This is an optimization exercise on Yosys and OpenROAD, whose aim is small area, not a production implementation.
Function was checked by simulation only, so behaviour that the tests miss may differ from the original.

$ cat flow/config.mk
export PLATFORM = sky130hd
export DESIGN_NAME = adc_12bit
export DESIGN_NICKNAME = adc_12bit
export VERILOG_FILES = /design/flow/design.v
export SDC_FILE = /design/flow/constraint.sdc
export NUM_CORES = 4
export LEC_CHECK = 0
export CAP_MARGIN = 20
export CORE_MARGIN = 2
export CORE_UTILIZATION = 40
export SLEW_MARGIN = 20
$ cat flow/constraint.sdc
create_clock -name core_clock -period 20.0 [get_ports {clk}]
set_input_delay 4.0000 -clock core_clock [delete_from_list [all_inputs] [get_ports {clk}]]
set_output_delay 4.0000 -clock core_clock [all_outputs]
set_load 0.01 [all_outputs]
$ cat flow/design.v
`timescale 1ns / 1ps
module adc_12bit #(
    parameter ADC_BITS = 12,
    parameter V_REF_MV = 2500,      
    parameter CONV_CYCLES = 12      
)(
    input  wire                    clk,
    input  wire                    rst_n,
    input  wire signed [15:0]      analog_in_mv,   
    input  wire                    start_conv,     
    output reg  signed [ADC_BITS-1:0] digital_out,
    output reg                        valid_out,
    output reg                        busy
);
    localparam MAX_CODE = (1 << ADC_BITS) - 1;   
    localparam HALF_RANGE = (1 << (ADC_BITS - 1));   
    reg [3:0] conv_counter;   
    reg [2:0] adc_state;
    reg signed [15:0] voltage_latched;
    localparam IDLE        = 3'b000;
    localparam SAMPLE      = 3'b001;
    localparam HOLD        = 3'b010;
    localparam CONVERT     = 3'b011;
    localparam QUANTIZE    = 3'b100;
    localparam OUTPUT      = 3'b101;
    always @(posedge clk or negedge rst_n) begin
        if (!rst_n) begin
            adc_state      <= IDLE;
            digital_out    <= {ADC_BITS{1'b0}};
            valid_out      <= 1'b0;
            busy           <= 1'b0;
            conv_counter   <= 4'b0;
            voltage_latched <= 16'b0;
        end else begin
            case (adc_state)
                IDLE: begin
                    valid_out    <= 1'b0;
                    busy         <= 1'b0;
                    conv_counter <= 4'b0;
                    if (start_conv) begin
                        busy      <= 1'b1;
                        adc_state <= SAMPLE;
                    end
                end
                SAMPLE: begin
                    voltage_latched <= analog_in_mv;
                    adc_state       <= HOLD;
                end
                HOLD: begin
                    adc_state <= CONVERT;
                end
                CONVERT: begin
                    if (conv_counter < CONV_CYCLES) begin
                        conv_counter <= conv_counter + 1'b1;
                    end else begin
                        adc_state    <= QUANTIZE;
                        conv_counter <= 4'b0;
                    end
                end
                QUANTIZE: begin
                    if (voltage_latched > V_REF_MV) begin
                        digital_out <= HALF_RANGE - 1;   
                    end else if (voltage_latched < -V_REF_MV) begin
                        digital_out <= -HALF_RANGE;      
                    end else begin
                        digital_out <= (voltage_latched * HALF_RANGE) / V_REF_MV;
                    end
                    adc_state <= OUTPUT;
                end
                OUTPUT: begin
                    valid_out <= 1'b1;
                    busy      <= 1'b0;
                    adc_state <= IDLE;
                end
                default: begin
                    adc_state <= IDLE;
                end
            endcase
        end
    end
endmodule
$ cat flow/run.sh
#!/bin/bash
# synth_recipe.tcl (not shown) runs the flow's synth.tcl, then flattens the netlist and writes it again
# the make line also repeats each setting of config.mk as NAME=value (left out here)
make -C /OpenROAD-flow-scripts/flow DESIGN_CONFIG=/design/flow/config.mk WORK_HOME=/design/flow/orfs CLKGATE_MAP_FILE= SYNTH_SCRIPT=/design/flow/synth_recipe.tcl finish
==> flow_summary.json, run 1 <==
{
  "status": "no timing/DRC/antenna violations",
  "crit_required_ns": 20.13,
  "dieWidth_um": 163.1,
  "cts_sinks": 37,
  "io_buffers": 32,
  "start_util": 0.4046,
  "gp_congestion": 0.9686,
  "synthSimpleGateAreaFrac": 0.2725,
  "ys_ff_latch": 37,
  "cts_tree": "built",
  "ys_types": 141,
  "clkTransAtPathRegs_ns": 0.06,
  "ys_seq_area_frac": 0.09140,
  "critPathSlowestCell": "or4b_1",
  "relSlewSlack": 0.3817,
  "clk_root_buffer_cell": "clkbuf_16",
  "setup_slack_ns": 1.038,
  "rows": 58,
  "synth_top_family_by_area": "compound AO/OA/AOI/OAI gates",
  "grt.total_usage": 0.2563,
  "setup_tns_ns": 0,
  "antenna_found_initial": 0,
  "synth_edf_count": 0,
  "timing.final.crit_period_ns": 18.96,
  "clockBufferDepth": 2,
  "critPathLaunchType": "flop",
  "fin_util": 0.4728,
  "synth_warnings": 1,
  "vias": 11830,
  "cap_viol_max_count": 0,
  "fmax_mhz": 52.74,
  "use_met3": 0.01219,
  "routed_wirelength_um": 35890,
  "final.setup_skew_ns": 0.007267,
  "tightest_slew_ns": 0.9208,
  "area_growth_pct": 16.86,
  "synth.mux.area_fraction": 0.04978,
  "grt_pass1_wl_um": 57130,
  "dr.pass1.iters": 6,
  "dpl_cell_area_mm2": 0.01107,
  "ys_top_cells_by_area": "dfrtp_1 9.1%, xnor2_1 5.3%, a21oi_1 4.4%",
  "core_area_mm2": 0.02504,
  "grt_pass1_vias": 10680,
  "mappedNetlistNets": 1391,
  "globalRouteMet2Util": 0.4326,
  "wire_per_inst_um": 20.35,
  "min_path_type": "flop to flop",
  "worstSkewPairLatency_ns": 0.28,
  "die_h_um": 163.1,
  "worstPathArrival_ns": 19.09,
  "drtAntennaViolNets": 0,
  "worstHoldStart": "digital_out[1]",
  "max_stage_delay_ns": 0.64,
  "use_met1": 0.3594,
  "busiest_layer": "met2",
  "drt_iter0_markers": 1335,
  "cpMostUsedCell": "ha_1",
  "finalMaxSlewViolations": 0,
  "drive_above_1_share": 0.2043,
  "num_antenna_cells": 0,
  "h-tree-depth": 2,
  "yosys.area.top_type": "dfrtp_1",
  "synthesis.area_mm2": 0.01013,
  "crit_start": "voltage_latched[11]",
  "post-place-ws_ns": -0.5587,
  "avgSynthCellArea_um2": 7.476,
  "setup_viol": 0,
  "die_area_mm2": 0.02661,
  "async_reset_ff_frac": 1.000,
  "gr-total-overflow": 0,
  "finalHoldViolCount": 0,
  "viasPerCell": 6.706,
  "cts_made_buffers": 5,
  "timing.final.crit_share": 0.9481,
  "hpwl_um": 27470,
  "nets": 1469,
  "synth-adder-area-share": 0.02199,
  "synthesis.instances": 1355,
  "cts_hold_buf": 0,
  "crit_type": "flop to flop",
  "synth-compound-area-share": 0.4433,
  "synthXorXnorAreaFrac": 0.07868,
  "grt_start_max_net_pins": 38,
  "io_pins": 33,
  "end_kind": "flop",
  "cp_max_fo": 14,
  "netlist.area_leader.share": 0.09140,
  "drc": 0,
  "r2r-start": "voltage_latched[11]",
  "ys.flop_type": "dfrtp_1",
  "design_area_mm2": 0.01184
}
## cells in the mapped netlist (9+ instances only)
cell type and instances:
a21o_1 22, o32ai_1 11, dfrtp_1 37, o21a_1 10, buf_4 9, nor4_1 17
nor2_1 100, a21oi_1 90, o21ai_1 23, a32oi_1 11, xnor2_1 61, o221ai_1 9
a21boi_0 11, nand3_1 62, nor3_1 49, a22oi_1 14, mux2_2 21, o211a_1 9
buf_2 20, a31oi_1 38, nand2_1 113, a211oi_1 24, o31ai_1 12, inv_1 20
nand2b_1 9, o21ai_0 83, nand4_1 18, clkbuf_1 17, and2_1 19, ha_1 17
xor2_1 20, o211ai_1 28, or3_1 16, or4_1 13, mux2i_1 22, and3_1 14
o22ai_1 15
## per-stage QoR
step / hold WS [ns] / std cells
after floorplan: 0.4926 / 1355
after global placement: 0.4782 / 1728
after detailed placement: 0.5103 / 1728
after CTS: 0.5224 / 1740
after global routing: 0.5335 / 1764
final: 0.5127 / 1764
## worst max-delay path, delay by kind of cell, from the launching register on
family	cells	cell delay, ns
compound gates	37	7.83
xor+xnor	1	0.15
fa+ha+maj	9	2.46
buf+inv	8	0.92
flops	1	0.48
mux	3	0.91
simple gates	24	6.03
## sequential cells by signal, summed over array words and instances (netlist names)
| register | count |
|---|---|
| valid_out | 1 |
| conv_counter | 4 |
| adc_state | 3 |
| voltage_latched | 16 |
| digital_out | 12 |
| busy | 1 |
## layout by cell type (no fill, tap or decap), drive strengths merged, types with 27 or more instances in the layout
cell	instances
dfrtp	37
xnor2	63
a21oi	97
inv	27
buf	95
clkdlybuf4s50	31
o21ai	113
nor2	103
o211ai	32
nand2	117
a31oi	39
nor3	52
nand3	66
## final timing paths
| path | to | slack (ns) | cells after the start |
|---|---|---|---|
| worst max-delay path | digital_out[10] | 1.04 | 82 |
| worst min-delay path | digital_out[1] | 0.51 | 1 |
| worst max register to register | digital_out[10] | 1.04 | 82 |
| worst min register to register | digital_out[1] | 0.51 | 1 |
| max in group asynchronous | voltage_latched[2] | 15.62 | 1 |
| min in group asynchronous | valid_out | 3.83 | 1 |
## per-layer routing
| layer | vias to the layer above | share of wire |
|---|---|---|
| li1 | 5597 | - |
| met1 | 5671 | 0.45 |
| met2 | 502 | 0.47 |
| met3 | 60 | 0.058 |
| met4 | 0 | 0.019 |
| met5 | - | 0 |
## cells by family after synthesis
family | count (synthesis)
buf+inv | 84
mux | 47
simple gates | 508
flops | 37
xor+xnor | 86
compound gates | 575
fa+ha+maj | 18
## what timing repair did
action	4_1_cts	5_1_grt
setup buffers	4	23
cloned	0	1
endpoints found under the setup margin	9	12
gates resized for setup	9	66
pin swaps	2	20
## layout make-up
cell class	instances	area, um^2
clock buffer	5	125.1
clock inverter	3	21.27
fill	2509	13200
inverter	28	110.1
multi-input combinational	1235	9209
sequential	37	925.9
tap	330	412.9
timing repair buffer	126	1033
==> run 2, diff against run 1 <==
==> flow/design.v (replaced) <==
`timescale 1ns / 1ps
module adc_12bit #(
    parameter ADC_BITS = 12,
    parameter V_REF_MV = 2500,
    parameter CONV_CYCLES = 12
)(
    input  wire                    clk,
    input  wire                    rst_n,
    input  wire signed [15:0]      analog_in_mv,
    input  wire                    start_conv,
    output reg  signed [ADC_BITS-1:0] digital_out,
    output reg                        valid_out,
    output reg                        busy
);
    reg [4:0]  cnt;
    reg [9:0]  rem;     
    reg [11:0] quo;     
    wire signed [15:0] v = analog_in_mv;
    wire pos_ovf = (v > 16'sd2500);
    wire neg_ovf = (v < -16'sd2500);
    wire neg     = v[15];
    wire [12:0] w = pos_ovf ? 13'd2499 :
                    neg_ovf ? 13'd2501 :
                    neg     ? (v[12:0] + 13'd5001) : v[12:0];
    wire [10:0] t  = {rem, quo[11]};
    wire [10:0] d  = t - 11'd625;
    wire        ge = ~d[10];
    wire load    = ~cnt[0] & ~cnt[1] & ~cnt[2];    
    wire quant   = ~cnt[1] &  cnt[2] &  cnt[4];    
    wire last    = ~cnt[0] & ~cnt[2] &  cnt[3];    
    always @(posedge clk) begin
        cnt <= busy ? {cnt[3:0], ~(cnt[4] ^ cnt[1])} : 5'd0;
        if (load) begin
            rem <= {2'b00, w[12:5]};
            quo <= {w[4:0], 2'b00, neg, neg, neg, 2'b00};
        end else begin
            rem <= ge ? d[9:0] : t[9:0];
            quo <= {quo[10:0], ge};
        end
    end
    always @(posedge clk or negedge rst_n) begin
        if (!rst_n) begin
            digital_out <= {ADC_BITS{1'b0}};
            valid_out   <= 1'b0;
            busy        <= 1'b0;
        end else begin
            valid_out <= busy & last;
            busy      <= busy ? ~last : start_conv;
            if (busy & quant)
                digital_out <= quo;
        end
    end
endmodule
--- a/flow/config.mk
+++ b/flow/config.mk
@@ -7,5 +7,6 @@
 export LEC_CHECK = 0
 export CAP_MARGIN = 20
 export CORE_MARGIN = 2
-export CORE_UTILIZATION = 40
+export CORE_UTILIZATION = 70
+export CTS_BUF_LIST = sky130_fd_sc_hd__clkbuf_4
 export SLEW_MARGIN = 20
==> run 2 against run 1 <==
Against the previous run:
- final area is 80% lower
- hold slack worse by 0.044 ns
- flip-flop and latch count is 4 higher
- utilization is 39 points higher
- non-clock buffer count is 94 lower
- synthesized area is 81% lower
- cell count is 85% lower
- sequential share of layout area is 31 points higher
- global-route usage is 5.4 points higher
- count of clock-buffer cells in the layout is 2 higher
- via count is 86% lower
- clock skew is 0.0050 ns higher
==> flow_summary.json, run 2 <==
{
  "rr_worst_depth": 7,
  "ys.flop_type": "dfxtp_1",
  "clockBufferDepth": 2,
  "drt_iter0_markers": 110,
  "async_reset_ff_frac": 0.3415,
  "nets": 251,
  "critPathLaunchType": "primary input",
  "netlist.area_leader.share": 0.2805,
  "ys_types": 43,
  "grt_pass1_vias": 1588,
  "dr.pass1.iters": 5,
  "cp_max_fo": 10,
  "worstHoldStart": "quo[3]",
  "clkTransAtPathRegs_ns": 0.12,
  "r2r_slack_ns": 17.34,
  "antenna_found_initial": 0,
  "largestRegisters": "digital_out (12), quo (12), rem (10)",
  "drc": 0,
  "grt_start_max_net_pins": 16,
  "r2r-end": "rem[3]",
  "grt.total_usage": 0.3102,
  "min_path_cells": 2,
  "whs_endpoint": "quo[4]",
  "timing.final.crit_period_ns": 5.882,
  "relSlewSlack": 0.2835,
  "core_area_mm2": 0.002686,
  "drive_above_1_share": 0.04783,
  "cap_viol_max_count": 0,
  "ys_seq_area_frac": 0.4623,
  "setup_viol": 0,
  "min_path_type": "flop to flop",
  "end_kind": "flop",
  "viasPerCell": 6.257,
  "gr-total-overflow": 0,
  "vias": 1633,
  "highest_layer": "met4",
  "r2r-start": "quo[11]",
  "cts_sinks": 41,
  "io_pins": 33,
  "max_stage_delay_ns": 0.56,
  "ctsResizeCount": 0,
  "fillers": 149,
  "layout_commonest_cell": "clkdlybuf4s50_1",
  "setup_tns_ns": 0,
  "final_cells": 261,
  "h-tree-depth": 2,
  "ys_top_cells_by_count": "27 x dfxtp_1, 15 x nand2_1, 14 x dfrtp_1, 14 x xnor2_1, 11 x mux2_1",
  "gp_congestion": 0.8570,
  "yosys.area.top_type": "dfxtp_1",
  "critPathSlowestCell": "or4_1",
  "final.setup_skew_ns": 0.01226,
  "synth_warnings": 1,
  "worstSkewPairLatency_ns": 0.35,
  "num_antenna_cells": 0,
  "die_h_um": 56.47,
  "rsz0062_at_grt": "no",
  "avgSynthCellArea_um2": 9.732,
  "io_buffers": 32,
  "mappedNetlistNets": 220,
  "routed_wirelength_um": 4548,
  "met3WireLength_um": 224,
  "cts_tree": "built",
  "cts_hold_buf": 0,
  "dieWidth_um": 56.47,
  "ys_ff_latch": 41,
  "die_area_mm2": 0.003188,
  "dp.cells": 253,
  "finalMaxSlewViolations": 0,
  "status": "no timing/DRC/antenna violations",
  "final_cell_mix": "32 x clkdlybuf4s50_1, 27 x dfxtp_1, 15 x nand2_1",
  "cp_cell_sequence": "clkdlybuf4s50_1, or4_1, o311a_1, nor3_4, a21oi_2, o22a_1",
  "ys_top_cells_by_area": "dfxtp_1 28%, dfrtp_1 18%, mux2_1 6.4%",
  "synthesis.instances": 198,
  "hpwl_um": 3441,
  "wl_met1_um": 1854,
  "timing.final.crit_share": 0.2941,
  "synth.most_common_cell": "dfxtp_1",
  "area_growth_pct": 20.00,
  "synth_edf_count": 0,
  "rows": 19,
  "wire_per_inst_um": 17.43,
  "wl_met2_um": 2351,
  "fmax_mhz": 170.0,
  "grt_pass1_wl_um": 7403,
  "worstPathArrival_ns": 6.14,
  "post_cts_buffers": 0,
  "clk_root_buffer_cell": "clkbuf_4",
  "tightest_slew_ns": 1.067,
  "crit_required_ns": 20.26,
  "synthesis.area_mm2": 0.001927,
  "drtAntennaViolNets": 0,
  "cts_made_buffers": 5,
  "start_util": 0.7173,
  "finalHoldViolCount": 0,
  "crit_type": "primary input to flop"
}
[run 2: cells by family (layout without fill, tap and decap cells)]
kind of cell / Yosys count / count (layout) / share of synthesized area
adder cells (fa/ha/maj): 3 / 3 / 0.01948
AO/OA/AOI/OAI: 45 / 45 / 0.1552
AND/OR/NAND/NOR: 65 / 65 / 0.1870
buffers and inverters: 15 / 47 / 0.02922
flip-flops: 41 / 41 / 0.4623
multiplexers: 12 / 12 / 0.06948
XOR/XNOR: 17 / 17 / 0.07728
[run 2: how the worst max path moves through the flow]
stage	startpoint	to	slack [ns]	cells after the start
CTS	analog_in_mv[10]	rem[1]	14.16	6
floorplan	analog_in_mv[10]	rem[1]	14.44	5
global route	analog_in_mv[10]	rem[1]	14.06	6
finish	analog_in_mv[10]	rem[1]	14.12	6
global placement	analog_in_mv[10]	rem[1]	13.83	6
detailed placement	analog_in_mv[10]	rem[1]	13.76	6
[run 2: area by class of cell]
class / count / area, um^2 / share of cell area
Clock buffer: 7 / 52.55 / 0.02273
Timing Repair Buffer: 32 / 320.3 / 0.1385
Multi-Input combinational cell: 142 / 979.7 / 0.4237
Tap cell: 31 / 38.79 / 0.01677
Sequential cell: 41 / 890.9 / 0.3853
Inverter: 7 / 26.28 / 0.01136
Clock inverter: 1 / 3.754 / 0.001623
[run 2: layer usage]
layer / vias to the layer above / GRT usage
li1: 776 / -
met1: 783 / 0.3616
met2: 63 / 0.5299
met3: 11 / 0.07604
met4: 0 / 0.1497
met5: - / 0
[run 2: worst max-delay path, delay by kind of cell]
family          cells  cell delay, ns
compound gates      3            0.83
buf+inv             1            0.51
simple gates        2            0.80
[run 2: stage by stage]
step | utilization | setup WS [ns] | hold slack (ns) | cell area (um^2)
after detailed placement | 0.8398 | 13.76 | 0.4388 | 2256
after global routing | 0.8607 | 14.06 | 0.4818 | 2312
after global placement | 0.8398 | 13.83 | 0.4307 | 2256
after floorplan | - | 14.44 | 0.4166 | 1927
final | 0.8607 | 14.12 | 0.4688 | 2312
after CTS | 0.8607 | 14.16 | 0.4669 | 2312
==> run 3, diff against run 2 <==
--- a/flow/config.mk
+++ b/flow/config.mk
@@ -7,6 +7,8 @@
 export LEC_CHECK = 0
 export CAP_MARGIN = 20
 export CORE_MARGIN = 2
-export CORE_UTILIZATION = 70
-export CTS_BUF_LIST = sky130_fd_sc_hd__clkbuf_4
+export CORE_UTILIZATION = 80
+export CTS_BUF_LIST = sky130_fd_sc_hd__clkbuf_8
+export CTS_CLUSTER_DIAMETER = 100
+export CTS_CLUSTER_SIZE = 50
 export SLEW_MARGIN = 20
==> run 3 against run 2 <==
Against the previous run:
- the run now fails in global placement
- synthesized cell count unchanged
- synthesized area unchanged
==> flow_summary.json, run 3 <==
{
  "status": "aborted with a tool error",
  "lastStage": "global placement",
  "error_line": "[ERROR GPL-0301] Utilization 108.109 % exceeds 100%.",
  "die_h_um": 53.08,
  "ys_top_cells_by_count": "27 x dfxtp_1, 15 x nand2_1, 14 x dfrtp_1, 14 x xnor2_1, 11 x mux2_1",
  "mappedNetlistNets": 220,
  "synthesis.instances": 198,
  "io_buffers": 32,
  "synth_warnings": 1,
  "ys_top_cells_by_area": "dfxtp_1 28%, dfrtp_1 18%, mux2_1 6.4%",
  "io_pins": 33,
  "ys_seq_area_frac": 0.4623,
  "synth_edf_count": 0,
  "ys_types": 43,
  "dieWidth_um": 53.08,
  "rows": 17,
  "avgSynthCellArea_um2": 9.732,
  "yosys.area.top_type": "dfxtp_1",
  "synth.most_common_cell": "dfxtp_1",
  "async_reset_ff_frac": 0.3415,
  "ys.flop_type": "dfxtp_1",
  "synthesis.area_mm2": 0.001927,
  "netlist.area_leader.share": 0.2805,
  "start_util": 0.8546,
  "ys_ff_latch": 41
}
run 3: logic make-up after synthesis:
logic type | Yosys count | share of synthesized area
buffers and inverters | 15 | 0.02922
AOI/OAI and AO/OA | 45 | 0.1552
and+or+nand+nor | 65 | 0.1870
muxes | 12 | 0.06948
DFF | 41 | 0.4623
adders and majority gates | 3 | 0.01948
xor gates and xnor gates | 17 | 0.07728
==> run 4, diff against run 3 <==
--- a/flow/design.v
+++ b/flow/design.v
@@ -12,7 +12,7 @@
     output reg                        valid_out,
     output reg                        busy
 );
-    reg [4:0]  cnt;
+    reg [4:0]  cnt;     
     reg [9:0]  rem;     
     reg [11:0] quo;     
     wire signed [15:0] v = analog_in_mv;
@@ -25,11 +25,11 @@
     wire [10:0] t  = {rem, quo[11]};
     wire [10:0] d  = t - 11'd625;
     wire        ge = ~d[10];
-    wire load    = ~cnt[0] & ~cnt[1] & ~cnt[2];    
-    wire quant   = ~cnt[1] &  cnt[2] &  cnt[4];    
-    wire last    = ~cnt[0] & ~cnt[2] &  cnt[3];    
+    wire load    = (cnt == 5'd0);
+    wire quant   = (cnt == 5'd15);
+    wire last    = (cnt == 5'd16);
     always @(posedge clk) begin
-        cnt <= busy ? {cnt[3:0], ~(cnt[4] ^ cnt[1])} : 5'd0;
+        cnt <= busy ? cnt + 5'd1 : 5'd0;
         if (load) begin
             rem <= {2'b00, w[12:5]};
             quo <= {w[4:0], 2'b00, neg, neg, neg, 2'b00};
==> flow/config.mk (replaced) <==
export PLATFORM = sky130hd
export DESIGN_NAME = adc_12bit
export DESIGN_NICKNAME = adc_12bit
export VERILOG_FILES = /design/flow/design.v
export SDC_FILE = /design/flow/constraint.sdc
export NUM_CORES = 4
export LEC_CHECK = 0
export CAP_MARGIN = 20
export CORE_MARGIN = 2
export CORE_UTILIZATION = 40
export SLEW_MARGIN = 20
==> run 4 against run 3 <==
Against the previous run:
- the run now finishes clean
- synthesized cell count increased by 7.6%
- synthesized area increased by 5.1%
==> flow_summary.json, run 4 <==
{
  "status": "no timing/DRC/antenna violations",
  "tightest_slew_ns": 0.6645,
  "design_area_mm2": 0.002499,
  "relSlewSlack": 0.5548,
  "finalMaxSlewViolations": 0,
  "multi_input_area_mm2": 0.001084,
  "end_kind": "flop",
  "synth_edf_count": 0,
  "whs_ns": 0.4424,
  "finalHoldViolCount": 0,
  "vias": 1615,
  "start_util": 0.4205,
  "cts_made_buffers": 5,
  "drt_iter0_markers": 58,
  "ys_seq_area_frac": 0.4398,
  "async_reset_ff_frac": 0.3415,
  "drtAntennaViolNets": 0,
  "post_cts_buffers": 0,
  "rows": 25,
  "grt_pass1_wl_um": 7031,
  "timing.final.crit_share": 0.2941,
  "die_area_mm2": 0.005650,
  "largestRegisters": "digital_out (12), quo (12), rem (10)",
  "synthSimpleGateAreaFrac": 0.2187,
  "crit_type": "primary input to flop",
  "layout_commonest_cell": "clkdlybuf4s50_1",
  "mappedNetlistNets": 238,
  "synth-compound-area-share": 0.1347,
  "clockBufferDepth": 2,
  "synth.mux.area_fraction": 0.07165,
  "synth-adder-area-share": 0.03706,
  "synthXorXnorAreaFrac": 0.06918,
  "synth.most_common_cell": "dfxtp_1",
  "synthesis.instances": 213,
  "gp_congestion": 0.8948,
  "h-tree-depth": 2,
  "grt.total_usage": 0.1659,
  "fmax_mhz": 170.0,
  "die_h_um": 75.17,
  "io_pins": 33,
  "dieWidth_um": 75.17,
  "synthesis.area_mm2": 0.002026,
  "cp_max_fo": 7,
  "avgSynthCellArea_um2": 9.510,
  "viasPerCell": 5.143,
  "cts_tree": "built",
  "worstSkewPairLatency_ns": 0.29,
  "final.setup_skew_ns": 0.003842,
  "worstPathArrival_ns": 6.06,
  "grt_pass1_vias": 1511,
  "min_path_type": "flop to flop",
  "core_area_mm2": 0.004817,
  "ctsResizeCount": 0,
  "ys_ff_latch": 41,
  "dr.pass1.iters": 4,
  "rsz0062_at_grt": "no",
  "setup_viol": 0,
  "netlist.area_leader.share": 0.2668,
  "hpwl_um": 3094,
  "synth_warnings": 1,
  "num_antenna_cells": 0,
  "crit_required_ns": 20.18,
  "gr-total-overflow": 0,
  "cts_hold_buf": 0,
  "clk_root_buffer_cell": "clkbuf_8",
  "clkTransAtPathRegs_ns": 0.08,
  "ys_top_cells_by_area": "dfxtp_1 27%, dfrtp_1 17%, mux2_1 6.1%",
  "timing.final.crit_period_ns": 5.883,
  "yosys.area.top_type": "dfxtp_1",
  "fillers": 482,
  "setup_tns_ns": 0,
  "cap_viol_max_count": 0,
  "drc": 0,
  "final_cell_mix": "32 x clkdlybuf4s50_1, 27 x dfxtp_1, 19 x nand2_1",
  "ys_top_cells_by_count": "27 x dfxtp_1, 19 x nand2_1, 16 x nor2_1",
  "io_buffers": 32,
  "area_growth_pct": 23.35,
  "ys.flop_type": "dfxtp_1",
  "drive_above_1_share": 0.06883,
  "synth_top_family_by_area": "simple AND/OR/NAND/NOR gates",
  "grt_start_max_net_pins": 18,
  "register_area_um2": 890.9,
  "wire_per_inst_um": 13.17,
  "ys_types": 50,
  "dpl_cell_area_mm2": 0.002405,
  "routed_wirelength_um": 4135,
  "cts_sinks": 41,
  "nets": 271,
  "antenna_found_initial": 0,
  "critPathLaunchType": "primary input"
}
==> run 4: kinds of logic after synthesis <==
family                     after synthesis
AOI/OAI and AO/OA                       40
xor gates and xnor gates                16
adders and majority gates                6
buffers and inverters                   15
DFF                                     41
muxes                                   13
and+or+nand+nor                         82
==> run 4: final timing paths <==
path                                  start  cells past startpoint               to  slack, ns
max                        analog_in_mv[10]                      6           rem[3]      14.12
min                                  quo[3]                      2           quo[4]       0.44
max reg2reg                         quo[11]                      7           rem[3]      17.72
min reg2reg                          quo[3]                      2           quo[4]       0.44
max in group asynchronous             rst_n                      1  digital_out[10]      15.49
min in group asynchronous             rst_n                      1        valid_out       4.10
==> run 4: through the flow <==
stage               setup slack [ns]    util  std cells
floorplan                      14.47       -        213
global placement               13.82  0.4992        306
detailed placement             13.80  0.4992        306
CTS                            14.12  0.5171        314
global route                   14.03  0.5187        314
finish                         14.12  0.5187        314
==> run 4: layer usage <==
| metal | vias up | global-route usage | wire [um] |
|---|---|---|---|
| met5 | - | 0 | 0 |
| met2 | 45 | 0.2505 | 1860 |
| met4 | 0 | 0.05848 | 51 |
| li1 | 834 | - | - |
| met3 | 4 | 0.04016 | 184 |
| met1 | 732 | 0.2327 | 2038 |
==> run 4: cell type report <==
cell class              count  share of cell area
clock buffers               5             0.02754
clock inverters             3            0.007011
inverters                   9             0.01352
multi-input cells         157              0.4337
flip-flops and latches     41              0.3565
well taps                  67             0.03355
repair buffers             32              0.1282
==> run 4: worst max-delay path, stage by stage <==
cell and delay [ns]:
clkdlybuf4s50_1 0.51, or4_1 0.55, o311a_1 0.40, nor3_4 0.22, o21ai_2 0.15, o32a_2 0.22
==> run 5, diff against run 4 <==
--- a/flow/design.v
+++ b/flow/design.v
@@ -12,7 +12,7 @@
     output reg                        valid_out,
     output reg                        busy
 );
-    reg [4:0]  cnt;     
+    reg [4:0]  cnt;
     reg [9:0]  rem;     
     reg [11:0] quo;     
     wire signed [15:0] v = analog_in_mv;
@@ -25,11 +25,11 @@
     wire [10:0] t  = {rem, quo[11]};
     wire [10:0] d  = t - 11'd625;
     wire        ge = ~d[10];
-    wire load    = (cnt == 5'd0);
-    wire quant   = (cnt == 5'd15);
-    wire last    = (cnt == 5'd16);
+    wire load    = ~cnt[0] & ~cnt[1] & ~cnt[2];    
+    wire quant   = ~cnt[1] &  cnt[2] &  cnt[4];    
+    wire last    = ~cnt[0] & ~cnt[2] &  cnt[3];    
     always @(posedge clk) begin
-        cnt <= busy ? cnt + 5'd1 : 5'd0;
+        cnt <= busy ? {cnt[3:0], ~(cnt[4] ^ cnt[1])} : 5'd0;
         if (load) begin
             rem <= {2'b00, w[12:5]};
             quo <= {w[4:0], 2'b00, neg, neg, neg, 2'b00};
==> flow/flow/run.sh (new file) <==
#!/bin/bash
set -euo pipefail
W=$(pwd)
F=$W/flow
cp standard.sh standard.sh.orig
# synthesis script: the standard flow's, with the ABC override sourced first
awk -v ov="$F/abc_override.tcl" 'NR==1{print; print "source " ov; next} {print}' synth_recipe.tcl > my_synth.tcl
sed "s#$W/synth_recipe.tcl#$W/my_synth.tcl#g" standard.sh > my_standard.sh
export MY_ABC_SCRIPT=$F/area.abc
export BUFFER_PORTS_ARGS="-buffer_cell sky130_fd_sc_hd__buf_1"
export CTS_ARGS="-sink_clustering_enable -repair_clock_nets -dont_use_dummy_load -buf_list sky130_fd_sc_hd__clkbuf_8 -sink_clustering_size 50 -sink_clustering_max_diameter 200"
bash my_standard.sh > make_flow.log 2>&1
==> flow/flow/abc_override.tcl (new file) <==
# Map the combinational logic with an area-oriented ABC script (flow/area.abc)
# instead of ORFS's speed script. Flip-flops are mapped before ABC runs, so the
# registers are the standard synthesis's.
proc abc {args} {
  set i [lsearch -exact $args -script]
  if {$i >= 0 && [info exists ::env(MY_ABC_SCRIPT)]} {
    lset args [expr {$i + 1}] $::env(MY_ABC_SCRIPT)
  }
  yosys abc {*}$args
}
==> flow/flow/area.abc (new file) <==
&get -n
&st
&syn2
&dch -f
&nf -R 1000 -p
&st
&syn2
&dch -f
&nf -R 1000 -p
&put
==> flow/standard.sh (new file) <==
#!/bin/bash
# synth_recipe.tcl (not shown) runs the flow's synth.tcl, then flattens the netlist and writes it again
# the make line also repeats each setting of config.mk as NAME=value (left out here)
make -C /OpenROAD-flow-scripts/flow DESIGN_CONFIG=/design/flow/config.mk WORK_HOME=/design/flow/orfs CLKGATE_MAP_FILE= SYNTH_SCRIPT=/design/flow/synth_recipe.tcl "${@:-finish}"
--- a/flow/config.mk
+++ b/flow/config.mk
@@ -7,5 +7,5 @@
 export LEC_CHECK = 0
 export CAP_MARGIN = 20
 export CORE_MARGIN = 2
-export CORE_UTILIZATION = 40
+export CORE_UTILIZATION = 85
 export SLEW_MARGIN = 20
removed: flow/run.sh
==> run 5 against run 4 <==
Against the previous run:
- the flow now stops in global placement
- synthesized cell count is 13% lower
- synthesized area decreased by 11%
==> flow_summary.json, run 5 <==
{
  "ys_top_cells_by_count": "27 x dfxtp_1, 21 x nand2_1, 14 x dfrtp_1",
  "synthesis.instances": 186,
  "yosys.area.top_type": "dfxtp_1",
  "synthesis.area_mm2": 0.001793,
  "async_reset_ff_frac": 0.3415,
  "synth_warnings": 1,
  "synth_top_family_by_area": "simple AND/OR/NAND/NOR gates",
  "die_h_um": 49.93,
  "synth-adder-area-share": 0.02094,
  "error_line": "[ERROR GPL-0301] Utilization 104.359 % exceeds 100%.",
  "netlist.area_leader.share": 0.3015,
  "io_pins": 33,
  "synthXorXnorAreaFrac": 0.08793,
  "synth_edf_count": 0,
  "ys_seq_area_frac": 0.4969,
  "synth.most_common_cell": "dfxtp_1",
  "lastStage": "global placement",
  "mappedNetlistNets": 208,
  "io_buffers": 32,
  "synth-compound-area-share": 0.1298,
  "ys_ff_latch": 41,
  "synth.mux.area_fraction": 0.06909,
  "dieWidth_um": 49.93,
  "ys_top_cells_by_area": "dfxtp_1 30%, dfrtp_1 20%, mux2_1 6.9%",
  "rows": 16,
  "start_util": 0.9047,
  "avgSynthCellArea_um2": 9.640,
  "status": "aborted with a tool error",
  "ys.flop_type": "dfxtp_1",
  "ys_types": 30,
  "synthSimpleGateAreaFrac": 0.1828
}
-- run 5: cell count changes after synthesis, moves of 6 or more --
cell | previous run | this run
xor2_1 | 5 | 11
o21ai_1 | 8 | 0
o21ai_0 | 2 | 12
and2_0 | 0 | 7
inv_1 | 8 | 0
and2_1 | 6 | 0
-- run 5: logic make-up after synthesis --
logic type / count (synthesis)
flops: 41
mux: 11
compound gates: 39
xor+xnor: 18
buf+inv: 6
fa+ha+maj: 3
simple gates: 68
==> run 6, diff against run 5 <==
--- a/flow/config.mk
+++ b/flow/config.mk
@@ -7,5 +7,5 @@
 export LEC_CHECK = 0
 export CAP_MARGIN = 20
 export CORE_MARGIN = 2
-export CORE_UTILIZATION = 85
+export CORE_UTILIZATION = 72
 export SLEW_MARGIN = 20
==> run 6 against run 5 <==
Against the previous run:
- now clean on timing, DRC and antenna
- synthesized cell count unchanged
- synthesized area did not move
==> flow_summary.json, run 6 <==
{
  "drc": 0,
  "vias": 1490,
  "ys_seq_area_frac": 0.4969,
  "nets": 248,
  "multi_input_area_um2": 879.6,
  "status": "no timing/DRC/antenna violations",
  "rows": 18,
  "gp_congestion": 0.8638,
  "rsz0062_at_grt": "no",
  "grt_pass1_wl_um": 5823,
  "relSlewSlack": 0.5011,
  "grt_start_max_net_pins": 18,
  "clk_root_buffer_cell": "clkbuf_8",
  "clockBufferDepth": 2,
  "whs_ns": 0.4551,
  "io_buffers": 32,
  "finalMaxSlewViolations": 0,
  "min_path_type": "flop to flop",
  "setup_tns_ns": 0,
  "dieWidth_um": 53.90,
  "ys_top_cells_by_count": "27 x dfxtp_1, 21 x nand2_1, 14 x dfrtp_1",
  "cts_tree": "built",
  "grt.total_usage": 0.2874,
  "grt_pass1_vias": 1358,
  "layout_commonest_cell": "buf_1",
  "largestRegisters": "digital_out (12), quo (12), rem (10)",
  "viasPerCell": 5.866,
  "hpwl_um": 2695,
  "gr-total-overflow": 0,
  "routed_wirelength_um": 3645,
  "cap_viol_max_count": 0,
  "synth_warnings": 1,
  "area_growth_pct": 13.05,
  "netlist.area_leader.share": 0.3015,
  "die_area_mm2": 0.002905,
  "fillers": 151,
  "worstHoldStart": "rem[8]",
  "cp_max_fo": 5,
  "start_util": 0.7440,
  "synth_top_family_by_area": "simple AND/OR/NAND/NOR gates",
  "timing.final.crit_period_ns": 5.332,
  "async_reset_ff_frac": 0.3415,
  "num_antenna_cells": 0,
  "finalHoldViolCount": 0,
  "clkTransAtPathRegs_ns": 0.07,
  "timing.final.crit_share": 0.2666,
  "synthesis.area_mm2": 0.001793,
  "rr_worst_depth": 11,
  "min_path_cells": 1,
  "synth.most_common_cell": "dfxtp_1",
  "r2r-end": "rem[6]",
  "ys.flop_type": "dfxtp_1",
  "r2r_slack_ns": 17.30,
  "crit_type": "primary input to flop",
  "r2r-start": "quo[11]",
  "synthSimpleGateAreaFrac": 0.1828,
  "worstSkewPairLatency_ns": 0.29,
  "ys_types": 30,
  "wire_per_inst_um": 14.35,
  "cts_hold_buf": 0,
  "fmax_mhz": 187.6,
  "register_area_um2": 890.9,
  "die_h_um": 53.90,
  "worstPathArrival_ns": 5.48,
  "core_area_mm2": 0.002410,
  "post_cts_buffers": 0,
  "yosys.area.top_type": "dfxtp_1",
  "setup_viol": 0,
  "crit_required_ns": 20.14,
  "ctsResizeCount": 0,
  "cts_sinks": 41,
  "mappedNetlistNets": 208,
  "whs_endpoint": "rem[9]",
  "drt_iter0_markers": 33,
  "synth-adder-area-share": 0.02094,
  "end_kind": "flop",
  "cts_made_buffers": 5,
  "ys_top_cells_by_area": "dfxtp_1 30%, dfrtp_1 20%, mux2_1 6.9%",
  "synthXorXnorAreaFrac": 0.08793,
  "avgSynthCellArea_um2": 9.640,
  "synth_edf_count": 0,
  "synthesis.instances": 186,
  "final_cell_mix": "32 x buf_1, 27 x dfxtp_1, 21 x nand2_1",
  "io_pins": 33,
  "h-tree-depth": 2,
  "final.setup_skew_ns": 0.008890,
  "antenna_found_initial": 0,
  "drtAntennaViolNets": 0,
  "critPathLaunchType": "primary input",
  "tightest_slew_ns": 0.7458,
  "ys_ff_latch": 41,
  "drive_above_1_share": 0.02679,
  "synth.mux.area_fraction": 0.06909,
  "synth-compound-area-share": 0.1298,
  "dr.pass1.iters": 4
}
==> run 6: cell counts after synthesis <==
No cell type changed its count.
==> run 6: kinds of logic after synthesis <==
family                     after synthesis
AOI/OAI and AO/OA                       39
DFF                                     41
and+or+nand+nor                         68
buffers and inverters                    6
adders and majority gates                3
xor gates and xnor gates                18
muxes                                   11
==> run 6: worst max-delay path, stage by stage <==
cell and delay (ns):
buf_1 0.14, clkinv_1 0.08, ha_1 0.14, nand2b_1 0.09, a21oi_1 0.06, o31ai_1 0.22
a21o_1 0.17, nand2_1 0.09, a21oi_1 0.34, a22oi_1 0.14
==> run 6: worst max-delay path by stage <==
stage	start	to	slack, ns
2_1_floorplan	analog_in_mv[1]	rem[6]	14.76
3_3_place_gp	analog_in_mv[0]	rem[6]	14.53
3_5_place_dp	analog_in_mv[0]	rem[6]	14.39
4_1_cts	analog_in_mv[0]	rem[6]	14.68
5_1_grt	analog_in_mv[0]	rem[6]	14.49
6_report	analog_in_mv[0]	rem[6]	14.67
==> run 6: final cells by class <==
class                   instances  share of cell area
flip-flops and latches         41              0.4395
well taps                      30             0.01852
inverters                       6             0.01111
clock buffers                   5             0.03395
repair buffers                 33             0.06296
multi-input cells             139              0.4340
==> run 6: per-layer routing <==
| layer | part of all wire | GRT usage |
|---|---|---|
| met5 | 0 | 0 |
| met4 | 0.0091 | 0.08547 |
| met3 | 0.050 | 0.08611 |
| met2 | 0.52 | 0.5041 |
| met1 | 0.42 | 0.3351 |
==> run 6: metrics by stage <==
stage	instances	cell area (um^2)	util	worst slack (ns)
final	254	2027	0.8411	14.67
after global routing	254	2027	0.8411	14.49
after CTS	254	2027	0.8411	14.68
after detailed placement	249	1958	0.8126	14.39
after global placement	249	1958	0.8126	14.53
after floorplan	186	1793	-	14.76
==> run 7, diff against run 6 <==
==> flow/flow/run.sh (replaced) <==
#!/bin/bash
# Own layout flow: the standard ORFS flow with three changes:
#  - synthesis maps logic with an area-oriented ABC script (flow/area.abc),
#  - port buffers are sky130_fd_sc_hd__buf_1 (one per input/output port, as usual),
#  - the clock tree uses clkbuf_4 buffers and no dummy loads.
set -euo pipefail
W=$(pwd)
F=$W/flow
cp standard.sh standard.sh.orig
# synthesis script: the standard flow's, with the ABC override sourced first
awk -v ov="$F/abc_override.tcl" 'NR==1{print; print "source " ov; next} {print}' synth_recipe.tcl > my_synth.tcl
sed "s#$W/synth_recipe.tcl#$W/my_synth.tcl#g" standard.sh > my_standard.sh
export MY_ABC_SCRIPT=$F/area.abc
export BUFFER_PORTS_ARGS="-buffer_cell sky130_fd_sc_hd__buf_1"
export CTS_ARGS="-sink_clustering_enable -repair_clock_nets -dont_use_dummy_load -buf_list sky130_fd_sc_hd__clkbuf_4"
bash my_standard.sh > make_flow.log 2>&1
--- a/flow/config.mk
+++ b/flow/config.mk
@@ -6,6 +6,6 @@
 export NUM_CORES = 4
 export LEC_CHECK = 0
 export CAP_MARGIN = 20
-export CORE_MARGIN = 2
-export CORE_UTILIZATION = 72
+export CORE_AREA = 2 2 60 60
+export DIE_AREA = 0 0 62 62
 export SLEW_MARGIN = 20
==> run 7 against run 6 <==
Against the previous run:
- register-to-register slack about the same
- via count decreased by 1.7%
- flip-flop and latch count unchanged
- non-clock buffer count unchanged
- count of clock-buffer cells in the layout unchanged
- first-iteration DRC count increased by 52%
- final area decreased by 0.56%
- cell count increased by 6.3%
- sequential share of layout area increased by 0.25 points
- synthesized area unchanged
- wire length decreased by 5.8%
- critical path type unchanged
- critical endpoint unchanged
==> flow_summary.json, run 7 <==
{
  "mappedNetlistNets": 208,
  "crit_type": "primary input to flop",
  "core_area_mm2": 0.003284,
  "h-tree-depth": 2,
  "post-place-ws_ns": 14.41,
  "r2r_slack_ns": 17.30,
  "antenna_found_initial": 0,
  "gp_congestion": 0.8080,
  "yosys.area.top_type": "dfxtp_1",
  "cts_made_buffers": 5,
  "ys_top_cells_by_count": "27 x dfxtp_1, 21 x nand2_1, 14 x dfrtp_1",
  "r2r-start": "quo[11]",
  "synth_edf_count": 0,
  "area_growth_pct": 12.42,
  "layout_commonest_cell": "buf_1",
  "timing.final.crit_period_ns": 5.234,
  "die_h_um": 62,
  "cts_sinks": 41,
  "final_cell_mix": "32 x buf_1, 27 x dfxtp_1, 21 x nand2_1",
  "cap_viol_max_count": 0,
  "viasPerCell": 5.426,
  "drtAntennaViolNets": 0,
  "fin_util": 0.6137,
  "worstPathArrival_ns": 5.43,
  "drt_iter0_markers": 50,
  "synth_warnings": 1,
  "worstSkewPairLatency_ns": 0.34,
  "relSlewSlack": 0.5075,
  "cts_tree": "built",
  "rr_worst_depth": 10,
  "ys_top_cells_by_area": "dfxtp_1 30%, dfrtp_1 20%, mux2_1 6.9%",
  "largestRegisters": "digital_out (12), quo (12), rem (10)",
  "dr.pass1.iters": 4,
  "start_util": 0.5459,
  "whs_endpoint": "quo[1]",
  "synth-adder-area-share": 0.02094,
  "wire_per_inst_um": 12.72,
  "rsz0062_at_grt": "no",
  "grt_start_max_net_pins": 18,
  "grt.total_usage": 0.1989,
  "worstHoldStart": "quo[0]",
  "setup_tns_ns": 0,
  "grt_pass1_vias": 1281,
  "timing.final.crit_share": 0.2617,
  "synthSimpleGateAreaFrac": 0.1828,
  "min_path_type": "flop to flop",
  "setup_slack_ns": 14.77,
  "crit_required_ns": 20.20,
  "cts_hold_buf": 0,
  "io_buffers": 32,
  "ys.flop_type": "dfxtp_1",
  "num_antenna_cells": 0,
  "post_cts_buffers": 0,
  "die_area_mm2": 0.003844,
  "nets": 248,
  "fmax_mhz": 191.0,
  "avgSynthCellArea_um2": 9.640,
  "status": "no timing/DRC/antenna violations",
  "critPathLaunchType": "primary input",
  "drive_above_1_share": 0.02679,
  "synthesis.instances": 186,
  "r2r-end": "rem[3]",
  "synth.most_common_cell": "dfxtp_1",
  "finalMaxSlewViolations": 0,
  "drc": 0,
  "netlist.area_leader.share": 0.3015,
  "final.setup_skew_ns": 0.02116,
  "end_kind": "flop",
  "finalHoldViolCount": 0,
  "ys_types": 30,
  "synthXorXnorAreaFrac": 0.08793,
  "clkTransAtPathRegs_ns": 0.11,
  "tightest_slew_ns": 0.7363,
  "grt_pass1_wl_um": 5485,
  "cp_max_fo": 5,
  "ctsResizeCount": 0,
  "synthesis.area_mm2": 0.001793,
  "async_reset_ff_frac": 0.3415,
  "synth_top_family_by_area": "simple AND/OR/NAND/NOR gates",
  "min_path_cells": 1,
  "dieWidth_um": 62,
  "routed_wirelength_um": 3435,
  "synth-compound-area-share": 0.1298,
  "ys_seq_area_frac": 0.4969,
  "synth.mux.area_fraction": 0.06909,
  "setup_viol": 0,
  "clk_root_buffer_cell": "clkbuf_4",
  "gr-total-overflow": 0,
  "rows": 21,
  "vias": 1465,
  "ys_ff_latch": 41,
  "io_pins": 33,
  "hpwl_um": 2654,
  "clockBufferDepth": 2
}
## run 7: cell count changes in the layout (fill, tap and decap cells not counted)
cell,delta
clkbuf_4,+5
clkbuf_8,-5
## run 7: cell type report
type	instances	area, um^2
tap	46	57.56
multi-input combinational	139	879.6
clock buffer	5	37.54
timing repair buffer	33	127.6
fill	301	1269
sequential	41	890.9
inverter	6	22.52
## run 7: metal layers
layer  global-route usage  routed length (um)
met1               0.2377                1544
met2               0.3318                1609
met3              0.06625                 210
met4              0.07295                  71
met5                    0                   0
## run 7: worst max path at each step
stage | slack (ns) | startpoint | end | cells past startpoint
6_report | 14.77 | analog_in_mv[0] | rem[6] | 10
5_1_grt | 14.64 | analog_in_mv[4] | rem[6] | 8
4_1_cts | 14.77 | analog_in_mv[0] | rem[6] | 10
3_5_place_dp | 14.41 | analog_in_mv[0] | rem[6] | 10
3_3_place_gp | 14.50 | analog_in_mv[0] | rem[6] | 10
2_1_floorplan | 14.76 | analog_in_mv[1] | rem[6] | 9
## run 7: cell families (layout without fill, tap and decap cells)
logic type                 Yosys count  in the layout
buffers and inverters                6             44
and+or+nand+nor                     68             68
adders and majority gates            3              3
muxes                               11             11
xor gates and xnor gates            18             18
DFF                                 41             41
AOI/OAI and AO/OA                   39             39
## run 7: critical path, cell delays in order
cell and delay [ns]:
buf_1 0.14, clkinv_1 0.08, ha_1 0.14, nand2b_1 0.09
a21oi_1 0.06, o31ai_1 0.20, a21o_1 0.16, nand2_1 0.08
a21oi_1 0.33, a22oi_1 0.15
## run 7: per-stage QoR
step	hold WS, ns	cell area [um^2]	std cells
2_1_floorplan	0.4158	1793	186
4_1_cts	0.4475	2016	270
6_report	0.4380	2016	270
3_3_place_gp	0.4274	1978	265
3_5_place_dp	0.4363	1978	265
5_1_grt	0.4792	2016	270

[static timing again, ports no longer ideal]
The flow's constraints put no driver on any port. The routed layouts listed below were extracted and timed again, unchanged, in two steps. Step 1: set_driving_cell puts a clkbuf_16 on clk and a buf_2 on each other input, an assumption about the parent block. Step 2, shift: input delay + t, output delay - t, t = (earliest + latest rising clock arrival at the registers) / 2. This alone moves slack from input paths to output paths. a / b / c = no drivers / after step 1 / after step 2; a / b = the first two.
run | t, ns | setup slack, ns | clock arrival spread, ns | worst data-port slew with drivers (ns)
run 1 | 0.307 | 1.038 / 1.038 / 1.038 | 0.008 / 0.008 | 0.05
run 2 | 0.370 | 14.118 / 14.121 / 13.751 | 0.013 / 0.013 | 0.03
run 4 | 0.317 | 14.117 / 14.125 / 13.808 | 0.004 / 0.004 | 0.03
run 6 | 0.308 | 14.669 / 14.674 / 14.366 | 0.012 / 0.011 | 0.03
run 7 | 0.357 | 14.766 / 14.771 / 14.413 | 0.021 / 0.021 | 0.03
After both steps setup and hold are still met in every run listed. The setup slack of run 2, which loses most, moves by +0.003 ns with the drivers and by -0.367 ns with both steps.
